This is an optimization exercise on Yosys and OpenROAD, whose aim is small area, not a production implementation. At most, simulation tests tie the RTL to the original design; equivalence was not proved. Power figures rest on the tool's default switching activity, not on a simulated workload.

==> inputs of v30 <==
## top
module top (
input clk_12m,       
input rst_n,     
output led1,     
output led2,      
output          	lcd_rst     ,
output				lcd_blk		,
output          	lcd_dc      ,
output          	lcd_sclk    ,
output          	lcd_mosi    ,
output          	lcd_cs   ,
input				uart_rx,		 
output				uart_tx,
input		[3:0]	col,
output	    [3:0]	row,
output led_song,
output			    beeper
);
Settings: LEC_CHECK=0, ABC_AREA=1, CAP_MARGIN=20, CORE_MARGIN=2, CORE_UTILIZATION=40, SLEW_MARGIN=20; clock period 10.0 ns.
run.sh (not shown) runs the stock make flow with config.mk's settings and CLKGATE_MAP_FILE= SYNTH_SCRIPT=/design/flow/synth_recipe.tcl, a recipe that flattens the netlist after the stock synthesis.
==> v17: changes against v30 <==
--- a/flow/design.v
+++ b/flow/design.v
@@ -1,23 +1,38 @@
 module LED_shining (
 input clk,
 input rst_n,
 output led1,
-output led2
+output led2,
+output tick_kb,         
+output [5:0] jcnt,
+output c1s_zero,        
+output c1s_last         
 );
-parameter CNT_1S = 'd12_000 - 1;
-parameter CNT_05S = CNT_1S>>1;
-reg [13:0] cnt;
+reg [8:0] i;
+reg [5:0] j;
+reg [3:0] k;
+wire i_end = (i == 9'd299);
+wire j_end = (j == 6'd39);
 always @(posedge clk or negedge rst_n) begin
-  if (!rst_n) cnt <= 1'b0;
-  else if (cnt >= CNT_1S)
-	  cnt <= 1'b0;
-  else cnt <= cnt + 1'b1;
+  if (!rst_n) begin
+    i <= 9'd0; j <= 6'd0; k <= 4'd0;
+  end else begin
+    i <= i_end ? 9'd0 : i + 9'd1;
+    if (i_end) begin
+      j <= j_end ? 6'd0 : j + 6'd1;
+      if (j_end) k <= (k == 4'd9) ? 4'd0 : k + 4'd1;
+    end
+  end
 end
-wire clkdiv = (cnt>CNT_05S)? 1'b1 : 1'b0;
+wire clkdiv = (j >= 6'd20);
 assign led1 = clkdiv;
 assign led2 = ~clkdiv;
+assign tick_kb = i_end;
+assign jcnt = j;
+assign c1s_zero = (k == 4'd0) && (j == 6'd0) && (i == 9'd0);
+assign c1s_last = (k == 4'd7) && j_end && i_end;
 endmodule
 module baud # (
 		parameter				BPS_PARA = 1250
 	)(
 		input					clk,
@@ -242,19 +257,19 @@
 endmodule
 module electric_piano(
 		input				clk,
 		input				rst_n,
 		output reg  [6:0]	addr,
-		output reg  [6:0]	addr_nxt,
 		input    [4:0]	 data,
 		input 	songs_choose,
+		input	c1s_zero,       
+		input	c1s_last,       
 		output			beeper
 	);
 wire [15:0]	cycle;
 reg	 [4:0]	note_c;
 reg no_flag;
-reg [16:0] cnt_1s;
 music_to_tone u2(
 		.choose(note_c),
 		.cycle(cycle)
 );
 pwm #(
@@ -277,11 +292,12 @@
 		note_c <= 5'd0;
 	else if(no_flag)
 		note_c <= data;
 	else
 		note_c <= 5'd0;
-wire last = (cnt_1s == 17'd95999);
+wire last = c1s_last;
+reg [6:0] addr_nxt;
 always @(*)
 	if(songs_temp != songs_choose)
 		addr_nxt = songs_choose ? 7'd48 : 7'd0;
 	else if(addr == 7'd47 && !songs_choose && last)
 		addr_nxt = 7'd0;
@@ -296,19 +312,12 @@
 		addr <= 7'd0;
 	else
 		addr <= addr_nxt;
 always @(posedge clk or negedge rst_n)
 	if(!rst_n)
-		cnt_1s <= 17'd0;
-	else if(cnt_1s == 17'd119999)
-		cnt_1s <= 17'd0;
-	else
-		cnt_1s <= cnt_1s + 17'd1;
-always @(posedge clk or negedge rst_n)
-	if(!rst_n)
 		no_flag <= 1'b0;
-	else if(cnt_1s == 17'd0)
+	else if(c1s_zero)
 		no_flag <= 1'b1;
 	else if(last)
 		no_flag <= 1'b0;
 endmodule
 module music_store_ram (
@@ -317,12 +326,11 @@
     input      [6:0] addra,
     input      [4:0] dina,
     input            dina_new,     
     input            W_EN,
     input      [6:0] addrb,
-    input      [6:0] addrb_nxt,
-    output reg [4:0] doutb
+    output     [4:0] doutb
 );
 reg [6:0] ph;
 always @(posedge clk)
     ph <= (ph >= 7'd83) ? 7'd0 : ph + 7'd1;
 reg  [5*84-1:0] sr;
@@ -331,67 +339,57 @@
 wire       cmt  = (ph == addra) || (ph == am1 && addra != 7'd0 && !dina_new);
 wire [4:0] rin  = cmt ? dina : rout;
 always @(posedge clk)
     sr <= {sr[5*83-1:0], rin};
 reg [4:0] M0, M48, M;
-wire [4:0] M0n  = (W_EN && addra == 7'd0)  ? dina : M0;
-wire [4:0] M48n = (W_EN && addra == 7'd48) ? dina : M48;
 always @(posedge clk) begin
-    M0  <= M0n;
-    M48 <= M48n;
-    if (addrb_nxt != addrb) begin
-        if (addrb_nxt == 7'd0) M <= M0n;
-        else if (addrb_nxt == 7'd48) M <= M48n;
-    end else if (W_EN && addra == addrb)
+    if (W_EN && addra == 7'd0)  M0  <= dina;
+    if (W_EN && addra == 7'd48) M48 <= dina;
+    if (addrb == 7'd0)
+        M <= M0;
+    else if (addrb == 7'd48)
+        M <= M48;
+    else if (W_EN && addra == addrb)
         M <= dina;
     else if (ph == addrb)
         M <= rin;
 end
+reg W_EN_d;
 always @(posedge clk or negedge rst_n) begin
     if (!rst_n)
-        doutb <= 5'd0;
-    else if (!W_EN)
-        doutb <= M;
+        W_EN_d <= 1'b1;
+    else
+        W_EN_d <= W_EN;
 end
+assign doutb = W_EN_d ? 5'd0 : M;
 endmodule
 module array_keyboard #
 (
 	parameter			CNT_200HZ = 600
 )
 (
 	input					clk,
 	input					rst_n,
 	input			[3:0]	col,
+	input					tick_kb,
+	input			[5:0]	jcnt,
 	output reg	[3:0]	row,
 	output		[2:0]	key_out,
 	output reg			key_pulse
 );
-	reg	[8:0]	cnt;
-	reg				clk_200hz;
-	wire			tick_200hz = (cnt >= ((CNT_200HZ>>1) - 1));
-	always@(posedge clk or negedge rst_n) begin
-		if(!rst_n) begin
-			cnt <= 9'd0;
-			clk_200hz <= 1'b0;
-		end else if(tick_200hz) begin
-			cnt <= 9'd0;
-			clk_200hz <= ~clk_200hz;
-		end else
-			cnt <= cnt + 1'b1;
-	end
-	reg		[1:0]		c_state;
-	wire			rise_200hz = tick_200hz & ~clk_200hz;
+	wire			tick_200hz = tick_kb;
+	wire			clk_200hz = jcnt[0];
 	wire			fall_200hz = tick_200hz & clk_200hz;
-	always@(posedge clk or negedge rst_n) begin
-		if(!rst_n) begin
-			c_state <= 2'd0;
-			row <= 4'b1110;
-		end else if(rise_200hz) begin
-			c_state <= c_state + 2'd1;
-			row <= {row[2:0], row[3]};
-		end
-	end
+	wire	[2:0]	jp1 = jcnt[2:0] + 3'd1;
+	wire	[1:0]	c_state = jp1[2:1];
+	always @(*)
+		case (c_state)
+			2'd0: row = 4'b1110;
+			2'd1: row = 4'b1101;
+			2'd2: row = 4'b1011;
+			default: row = 4'b0111;
+		endcase
 	reg	[15:0]	key,key_r,kout;
 	assign key_out = kout[2:0];
 	wire [3:0] kout_g = c_state == 2'd0 ? kout[ 3: 0] :
 	                    c_state == 2'd1 ? kout[ 7: 4] :
 	                    c_state == 2'd2 ? kout[11: 8] : kout[15:12];
@@ -424,14 +422,18 @@
                       input		[3:0]	col,
                       output	 [3:0]	row,
                       input         uart_rx,
                       output        uart_tx,
                       output	reg				rx_data_valid_temp,
-                      output	reg		[7:0]	rx_data_out_temp,
+                      output	wire	[7:0]	rx_data_out_temp,
                       input					    tx_data_valid_temp,
                       input			    [7:0]	tx_data_in_temp,
                       output led_song,
+                      input tick_kb,
+                      input [5:0] jcnt,
+                      input c1s_zero,
+                      input c1s_last,
                       output			beeper);
     wire rx_data_valid;
     wire [7:0]	rx_data_out;
     reg tx_data_valid;
     reg [1:0] tx_code;                  
@@ -441,12 +443,12 @@
     reg rx_data_valid_here;
     reg [4:0] rx_data_out_here;
     reg songs_choose;
     assign led_song = songs_choose;
     reg [6:0] rx_addr_in_index;
+    assign rx_data_out_temp = rx_data_out;
     wire [6:0] addr_out_index;
-    wire [6:0] addr_out_nxt;
     wire [4:0] out_data;
     reg W_EN;
     reg finished_music_RX;
     reg back_music_RX;
     reg switch_pulse;
@@ -454,10 +456,12 @@
     wire       key_pulse;
     array_keyboard u1(
     .clk(clk),
     .rst_n(rst_n),
     .col(col),
+    .tick_kb(tick_kb),
+    .jcnt(jcnt),
     .row(row),
     .key_out(key_out),
     .key_pulse(key_pulse)
     );
 reg [1:0]switch_counters;
@@ -493,40 +497,38 @@
     );
     electric_piano u_electric_piano(
     .clk(clk),
     .rst_n(rst_n),
     .addr(addr_out_index),
-    .addr_nxt(addr_out_nxt),
     .data(out_data),
     .songs_choose(songs_choose),
+    .c1s_zero(c1s_zero),
+    .c1s_last(c1s_last),
     .beeper(beeper)
     );
     music_store_ram u_music_store_ram(
     .clk(clk),
     .rst_n(rst_n),
     .addra(rx_addr_in_index),
     .dina(rx_data_out_here),
     .dina_new(rx_data_valid_here),
     .W_EN(W_EN),
     .addrb(addr_out_index),
-    .addrb_nxt(addr_out_nxt),
     .doutb(out_data)
     );
 always @ (posedge clk or negedge rst_n)
     if (!rst_n)  begin
-      rx_data_out_temp <= 0;
       rx_data_valid_temp <= 0;
       rx_data_out_here <= 0;
       rx_data_valid_here <=0;
     end
     else if(W_EN) begin
          rx_data_out_here <= rx_data_out[4:0];
          rx_data_valid_here <= rx_data_valid;
          rx_data_valid_temp <= 0;
     end
     else begin
-        rx_data_out_temp <= rx_data_out;
         rx_data_valid_temp <= rx_data_valid;
         rx_data_valid_here <= 0;
     end
 always @ (posedge clk or negedge rst_n)
     if (!rst_n)  begin
@@ -958,13 +960,13 @@
             S3_DELAY120MS         = 6'b001_000,
             S4_WR_DIRECTION_CLEAR = 6'b010_000,
             DONE                  = 6'b100_000;
 reg [12:0]  cnt_150ms;
 reg         lcd_rst_high_flag;
-reg [5:0]   cnt_s2_num;
+wire [5:0]  cnt_s2_num = cnt_150ms[5:0];
 reg         cnt_s2_num_done; 
-reg [8:0]  cnt_s4_num;
+wire [8:0]  cnt_s4_num = cnt_150ms[8:0];
 reg         cnt_s4_num_done;   
 always@(posedge sys_clk_50MHz or negedge sys_rst_n)
     if(!sys_rst_n)
         state <= S0_DELAY100MS;
     else
@@ -985,14 +987,18 @@
                 state <= S0_DELAY100MS;
         endcase
 always@(posedge sys_clk_50MHz or negedge sys_rst_n)
     if(!sys_rst_n)
         cnt_150ms <= 13'd0;
-    else if(state == S0_DELAY100MS || state == S1_DELAY50MS || state == S3_DELAY120MS )
-        cnt_150ms <= cnt_150ms + 1'b1;
-    else
-        cnt_150ms <= 13'd0;
+    else case(state)
+        S0_DELAY100MS:         cnt_150ms <= cnt_150ms + 1'b1;
+        S1_DELAY50MS:          cnt_150ms <= (cnt_150ms == TIME150MS) ? 13'd0 : cnt_150ms + 1'b1;
+        S2_WR_90:              cnt_150ms <= cnt_s2_num_done ? 13'd0 : (wr_done ? cnt_150ms + 1'b1 : cnt_150ms);
+        S3_DELAY120MS:         cnt_150ms <= (cnt_150ms == TIME120MS) ? 13'd0 : cnt_150ms + 1'b1;
+        S4_WR_DIRECTION_CLEAR: cnt_150ms <= wr_done ? cnt_150ms + 1'b1 : cnt_150ms;
+        default:               cnt_150ms <= 13'd0;
+    endcase
 always@(posedge sys_clk_50MHz or negedge sys_rst_n)
     if(!sys_rst_n)
         lcd_rst_high_flag <= 1'b0;
     else if(state == S0_DELAY100MS && (cnt_150ms == TIME100MS - 1'b1))
         lcd_rst_high_flag <= 1'b1;
@@ -1005,21 +1011,12 @@
         lcd_rst <= 1'b1;
     else
         lcd_rst <= lcd_rst;
 always@(posedge sys_clk_50MHz or negedge sys_rst_n)
     if(!sys_rst_n)
-        cnt_s2_num <= 6'd0;
-    else if(state != S2_WR_90)
-        cnt_s2_num <= 6'd0;
-    else if(wr_done && state == S2_WR_90)
-        cnt_s2_num <= cnt_s2_num + 1'b1;
-    else
-        cnt_s2_num <= cnt_s2_num;
-always@(posedge sys_clk_50MHz or negedge sys_rst_n)
-    if(!sys_rst_n)
         cnt_s2_num_done <= 1'b0;
-    else if(cnt_s2_num == 7'd57 && wr_done == 1'b1)
+    else if(state == S2_WR_90 && cnt_s2_num == 7'd57 && wr_done == 1'b1)
         cnt_s2_num_done <= 1'b1;
     else
         cnt_s2_num_done <= 1'b0;
 always@(posedge sys_clk_50MHz or negedge sys_rst_n)
     if(!sys_rst_n)
@@ -1112,21 +1109,12 @@
         endcase
     else
         init_data <= DATA_IDLE;
 always@(posedge sys_clk_50MHz or negedge sys_rst_n)
     if(!sys_rst_n)
-        cnt_s4_num <= 9'd0;
-    else if(state != S4_WR_DIRECTION_CLEAR)
-        cnt_s4_num <= 9'd0;
-    else if(wr_done && state == S4_WR_DIRECTION_CLEAR)
-        cnt_s4_num <= cnt_s4_num + 1'b1;
-    else                   
-        cnt_s4_num <= cnt_s4_num;
-always@(posedge sys_clk_50MHz or negedge sys_rst_n)
-    if(!sys_rst_n)
         cnt_s4_num_done <= 1'b0;
-    else if(cnt_s4_num == TIMES4MAX && wr_done == 1'b1)
+    else if(state == S4_WR_DIRECTION_CLEAR && cnt_s4_num == TIMES4MAX && wr_done == 1'b1)
         cnt_s4_num_done <= 1'b1;
     else
         cnt_s4_num_done <= 1'b0;  
 assign en_write = (state == S2_WR_90 || state == S4_WR_DIRECTION_CLEAR) ? 1'b1 : 1'b0;      
 assign init_done = (state == DONE) ? 1'b1 : 1'b0;        
@@ -1195,13 +1183,12 @@
     always @(posedge sys_clk or negedge sys_rst_n)
         if (!sys_rst_n) rom_data_index <= 0;
         else if (state == STATE0)  rom_data_index <= 0;
         else if (state == STATE2 && the1_wr_done && rom_data_index < SIZE_WIDTH_MAX)  rom_data_index <= rom_data_index+1'b1;
         else  rom_data_index <= rom_data_index;
-    always @(posedge sys_clk or negedge sys_rst_n)
-        if (!sys_rst_n)  temp <= 16'd0;
-        else temp             <= {temp[7:0],rom_q};
+    always @(posedge sys_clk)
+        temp <= {temp[7:0],rom_q};
     always@(posedge sys_clk or negedge sys_rst_n)
         if (!sys_rst_n)
             length_num_flag <= 1'b0;
             else if (
             state == STATE2 &&
@@ -1374,15 +1361,21 @@
 output	    [3:0]	row,
 output led_song,
 output			    beeper
 );
 wire  clk_48m = clk_12m;
+wire tick_kb, c1s_zero, c1s_last;
+wire [5:0] jcnt;
 LED_shining  u_LED_shining (
     .clk                     ( clk_12m     ),
     .rst_n                   ( rst_n   ),
     .led1                    ( led1  ),
-    .led2                    (     )
+    .led2                    (     ),
+    .tick_kb                 ( tick_kb ),
+    .jcnt                    ( jcnt ),
+    .c1s_zero                ( c1s_zero ),
+    .c1s_last                ( c1s_last )
 );
 assign led2 = led1;
 wire rx_data_valid;
 wire [7:0]	rx_data_out;
 wire tx_data_valid;
@@ -1412,8 +1405,12 @@
     .rx_data_valid_temp(rx_data_valid),
     .rx_data_out_temp(rx_data_out),
     .tx_data_valid_temp(tx_data_valid),
     .tx_data_in_temp(tx_data_in),
     .led_song(led_song),
+    .tick_kb(tick_kb),
+    .jcnt(jcnt),
+    .c1s_zero(c1s_zero),
+    .c1s_last(c1s_last),
     .beeper(beeper)
 );
 endmodule
==> flow/flow/run.sh (new file) <==
#!/bin/bash
set -euo pipefail
export CTS_ARGS="-sink_clustering_enable -repair_clock_nets -sink_clustering_size 27 -sink_clustering_max_diameter 60 -buf_list sky130_fd_sc_hd__clkbuf_16 -dont_use_dummy_load"
bash standard.sh > standard.log 2>&1
==> flow/standard.sh (new file) <==
#!/bin/bash
# synth_recipe.tcl (not shown) runs the flow's synth.tcl, then flattens the netlist and writes it again
# the make line also repeats each setting of config.mk as NAME=value (left out here)
make -C /OpenROAD-flow-scripts/flow DESIGN_CONFIG=/design/flow/config.mk WORK_HOME=/design/flow/orfs CLKGATE_MAP_FILE= SYNTH_SCRIPT=/design/flow/synth_recipe.tcl "${@:-finish}"
==> flow/config.mk (replaced) <==
export PLATFORM = sky130hd
export DESIGN_NAME = top
export DESIGN_NICKNAME = top
export VERILOG_FILES = /design/flow/design.v
export SDC_FILE = /design/flow/constraint.sdc
export NUM_CORES = 4
export LEC_CHECK = 0
export CAP_MARGIN = 20
export CORE_MARGIN = 2
export CORE_UTILIZATION = 70
export PLACE_DENSITY = 0.85
export SLEW_MARGIN = 20
removed: flow/run.sh
==> v22: changes against v30 <==
--- a/flow/design.v
+++ b/flow/design.v
@@ -1,23 +1,38 @@
 module LED_shining (
 input clk,
 input rst_n,
 output led1,
-output led2
+output led2,
+output tick_kb,         
+output [5:0] jcnt,
+output c1s_zero,        
+output c1s_last         
 );
-parameter CNT_1S = 'd12_000 - 1;
-parameter CNT_05S = CNT_1S>>1;
-reg [13:0] cnt;
+reg [8:0] i;
+reg [5:0] j;
+reg [3:0] k;
+wire i_end = (i == 9'd299);
+wire j_end = (j == 6'd39);
 always @(posedge clk or negedge rst_n) begin
-  if (!rst_n) cnt <= 1'b0;
-  else if (cnt >= CNT_1S)
-	  cnt <= 1'b0;
-  else cnt <= cnt + 1'b1;
+  if (!rst_n) begin
+    i <= 9'd0; j <= 6'd0; k <= 4'd0;
+  end else begin
+    i <= i_end ? 9'd0 : i + 9'd1;
+    if (i_end) begin
+      j <= j_end ? 6'd0 : j + 6'd1;
+      if (j_end) k <= (k == 4'd9) ? 4'd0 : k + 4'd1;
+    end
+  end
 end
-wire clkdiv = (cnt>CNT_05S)? 1'b1 : 1'b0;
+wire clkdiv = (j >= 6'd20);
 assign led1 = clkdiv;
 assign led2 = ~clkdiv;
+assign tick_kb = i_end;
+assign jcnt = j;
+assign c1s_zero = (k == 4'd0) && (j == 6'd0) && (i == 9'd0);
+assign c1s_last = (k == 4'd7) && j_end && i_end;
 endmodule
 module baud # (
 		parameter				BPS_PARA = 1250
 	)(
 		input					clk,
@@ -245,16 +260,17 @@
 		input				rst_n,
 		output reg  [6:0]	addr,
 		output reg  [6:0]	addr_nxt,
 		input    [4:0]	 data,
 		input 	songs_choose,
+		input	c1s_zero,       
+		input	c1s_last,       
 		output			beeper
 	);
 wire [15:0]	cycle;
 reg	 [4:0]	note_c;
 reg no_flag;
-reg [16:0] cnt_1s;
 music_to_tone u2(
 		.choose(note_c),
 		.cycle(cycle)
 );
 pwm #(
@@ -277,11 +293,11 @@
 		note_c <= 5'd0;
 	else if(no_flag)
 		note_c <= data;
 	else
 		note_c <= 5'd0;
-wire last = (cnt_1s == 17'd95999);
+wire last = c1s_last;
 always @(*)
 	if(songs_temp != songs_choose)
 		addr_nxt = songs_choose ? 7'd48 : 7'd0;
 	else if(addr == 7'd47 && !songs_choose && last)
 		addr_nxt = 7'd0;
@@ -296,19 +312,12 @@
 		addr <= 7'd0;
 	else
 		addr <= addr_nxt;
 always @(posedge clk or negedge rst_n)
 	if(!rst_n)
-		cnt_1s <= 17'd0;
-	else if(cnt_1s == 17'd119999)
-		cnt_1s <= 17'd0;
-	else
-		cnt_1s <= cnt_1s + 17'd1;
-always @(posedge clk or negedge rst_n)
-	if(!rst_n)
 		no_flag <= 1'b0;
-	else if(cnt_1s == 17'd0)
+	else if(c1s_zero)
 		no_flag <= 1'b1;
 	else if(last)
 		no_flag <= 1'b0;
 endmodule
 module music_store_ram (
@@ -359,39 +368,28 @@
 )
 (
 	input					clk,
 	input					rst_n,
 	input			[3:0]	col,
+	input					tick_kb,
+	input			[5:0]	jcnt,
 	output reg	[3:0]	row,
 	output		[2:0]	key_out,
 	output reg			key_pulse
 );
-	reg	[8:0]	cnt;
-	reg				clk_200hz;
-	wire			tick_200hz = (cnt >= ((CNT_200HZ>>1) - 1));
-	always@(posedge clk or negedge rst_n) begin
-		if(!rst_n) begin
-			cnt <= 9'd0;
-			clk_200hz <= 1'b0;
-		end else if(tick_200hz) begin
-			cnt <= 9'd0;
-			clk_200hz <= ~clk_200hz;
-		end else
-			cnt <= cnt + 1'b1;
-	end
-	reg		[1:0]		c_state;
-	wire			rise_200hz = tick_200hz & ~clk_200hz;
+	wire			tick_200hz = tick_kb;
+	wire			clk_200hz = jcnt[0];
 	wire			fall_200hz = tick_200hz & clk_200hz;
-	always@(posedge clk or negedge rst_n) begin
-		if(!rst_n) begin
-			c_state <= 2'd0;
-			row <= 4'b1110;
-		end else if(rise_200hz) begin
-			c_state <= c_state + 2'd1;
-			row <= {row[2:0], row[3]};
-		end
-	end
+	wire	[2:0]	jp1 = jcnt[2:0] + 3'd1;
+	wire	[1:0]	c_state = jp1[2:1];
+	always @(*)
+		case (c_state)
+			2'd0: row = 4'b1110;
+			2'd1: row = 4'b1101;
+			2'd2: row = 4'b1011;
+			default: row = 4'b0111;
+		endcase
 	reg	[15:0]	key,key_r,kout;
 	assign key_out = kout[2:0];
 	wire [3:0] kout_g = c_state == 2'd0 ? kout[ 3: 0] :
 	                    c_state == 2'd1 ? kout[ 7: 4] :
 	                    c_state == 2'd2 ? kout[11: 8] : kout[15:12];
@@ -428,10 +426,14 @@
                       output	reg				rx_data_valid_temp,
                       output	reg		[7:0]	rx_data_out_temp,
                       input					    tx_data_valid_temp,
                       input			    [7:0]	tx_data_in_temp,
                       output led_song,
+                      input tick_kb,
+                      input [5:0] jcnt,
+                      input c1s_zero,
+                      input c1s_last,
                       output			beeper);
     wire rx_data_valid;
     wire [7:0]	rx_data_out;
     reg tx_data_valid;
     reg [1:0] tx_code;                  
@@ -454,10 +456,12 @@
     wire       key_pulse;
     array_keyboard u1(
     .clk(clk),
     .rst_n(rst_n),
     .col(col),
+    .tick_kb(tick_kb),
+    .jcnt(jcnt),
     .row(row),
     .key_out(key_out),
     .key_pulse(key_pulse)
     );
 reg [1:0]switch_counters;
@@ -496,10 +500,12 @@
     .rst_n(rst_n),
     .addr(addr_out_index),
     .addr_nxt(addr_out_nxt),
     .data(out_data),
     .songs_choose(songs_choose),
+    .c1s_zero(c1s_zero),
+    .c1s_last(c1s_last),
     .beeper(beeper)
     );
     music_store_ram u_music_store_ram(
     .clk(clk),
     .rst_n(rst_n),
@@ -1195,13 +1201,12 @@
     always @(posedge sys_clk or negedge sys_rst_n)
         if (!sys_rst_n) rom_data_index <= 0;
         else if (state == STATE0)  rom_data_index <= 0;
         else if (state == STATE2 && the1_wr_done && rom_data_index < SIZE_WIDTH_MAX)  rom_data_index <= rom_data_index+1'b1;
         else  rom_data_index <= rom_data_index;
-    always @(posedge sys_clk or negedge sys_rst_n)
-        if (!sys_rst_n)  temp <= 16'd0;
-        else temp             <= {temp[7:0],rom_q};
+    always @(posedge sys_clk)
+        temp <= {temp[7:0],rom_q};
     always@(posedge sys_clk or negedge sys_rst_n)
         if (!sys_rst_n)
             length_num_flag <= 1'b0;
             else if (
             state == STATE2 &&
@@ -1374,15 +1379,21 @@
 output	    [3:0]	row,
 output led_song,
 output			    beeper
 );
 wire  clk_48m = clk_12m;
+wire tick_kb, c1s_zero, c1s_last;
+wire [5:0] jcnt;
 LED_shining  u_LED_shining (
     .clk                     ( clk_12m     ),
     .rst_n                   ( rst_n   ),
     .led1                    ( led1  ),
-    .led2                    (     )
+    .led2                    (     ),
+    .tick_kb                 ( tick_kb ),
+    .jcnt                    ( jcnt ),
+    .c1s_zero                ( c1s_zero ),
+    .c1s_last                ( c1s_last )
 );
 assign led2 = led1;
 wire rx_data_valid;
 wire [7:0]	rx_data_out;
 wire tx_data_valid;
@@ -1412,8 +1423,12 @@
     .rx_data_valid_temp(rx_data_valid),
     .rx_data_out_temp(rx_data_out),
     .tx_data_valid_temp(tx_data_valid),
     .tx_data_in_temp(tx_data_in),
     .led_song(led_song),
+    .tick_kb(tick_kb),
+    .jcnt(jcnt),
+    .c1s_zero(c1s_zero),
+    .c1s_last(c1s_last),
     .beeper(beeper)
 );
 endmodule
==> flow/config.mk (replaced) <==
export PLATFORM = sky130hd
export DESIGN_NAME = top
export DESIGN_NICKNAME = top
export VERILOG_FILES = /design/flow/design.v
export SDC_FILE = /design/flow/constraint.sdc
export NUM_CORES = 4
export LEC_CHECK = 0
export CAP_MARGIN = 20
export CORE_MARGIN = 2
export CORE_UTILIZATION = 40
export CTS_BUF_LIST = sky130_fd_sc_hd__clkbuf_16
export CTS_CLUSTER_DIAMETER = 50
export CTS_CLUSTER_SIZE = 25
export SLEW_MARGIN = 20
==> run summary <==
Routed wire length: v17 is larger than v30 (about 23%). The highest total power belongs to v30, the lowest to v17. In v30 the via count is higher than in v17, by 7.0%. Cell count: v17 < v22 < v30. The highest worst setup slack belongs to v17, the lowest to v30. Of v30 and v22, v22 has the higher non-clock buffer count (gap 9). Die area: v30 > v22 > v17. Clock skew, highest first: v17, v22, v30.
==> figures <==
| quantity | v22 | v17 | v30 |
|---|---|---|---|
| Result of the run | finished clean | finished clean | finished clean |
| Share of cell area taken by multi-input logic gates | 10.1% | 10.9% | 9.71% |
| Internal reg-to-reg setup slack | 5810 ps | 5400 ps | 6150 ps |
| Max layer used | met4 | met5 | met4 |
| Detailed router's first-iteration violation count | 2269 | 4164 | 2770 |
| Number of rows in the core area | 192 | 145 | 194 |
| Non-Filler Instances | 10900 | 8924 | 12100 |
| Count of cell types in the netlist | 90 | 91 | 69 |
| Clock Latency Late Sink | 870 ps | 840 ps | 940 ps |
| Worst slack after detailed placement | 5850 ps | 5560 ps | 6160 ps |
| Portion of the layout cell area used by clock cells | 9.02% | 4.42% | 11.1% |
| Htree depth | 5 | 4 | 5 |
| Global routing met2 resource utilization | 15.1% | 46.8% | 17.9% |
| Count of vias placed by the detailed router | 45000 | 47000 | 50300 |
| Initial antenna violation count | 8 | 15 | 6 |
| Die Area | 280000 um^2 | 160000 um^2 | 285000 um^2 |
| M1 WL | 75700 um | 81800 um | 82500 um |
For v22, only the layout was checked, not whether the RTL still works.

## afterwards: timing with drivers on the ports
In the flow no input, the clock included, has a driving cell. The finished layouts below were timed again as built, in two steps. Step 1: set_driving_cell puts a clkbuf_16 on clk_12m and a buf_2 on each other input, an assumption about the parent block. Step 2 times the ports against the registers' clock, not the clock port: input delays grow and output delays shrink by t, the midpoint of the rising clock arrivals with the driver on. a / b / c = no drivers / after step 1 / after step 2; a / b = the first two.
| run | t (ns) | setup slack, ns | worst setup path after step 2 |
|---|---|---|---|
| v30 | 0.989 | 5.310 / 5.218 / 6.153 | register to register |
| v17 | 0.897 | 5.397 / 5.397 / 5.397 | register to register |
| v22 | 0.908 | 5.365 / 5.278 / 5.806 | register to register |
After both steps every run listed still meets setup and hold.
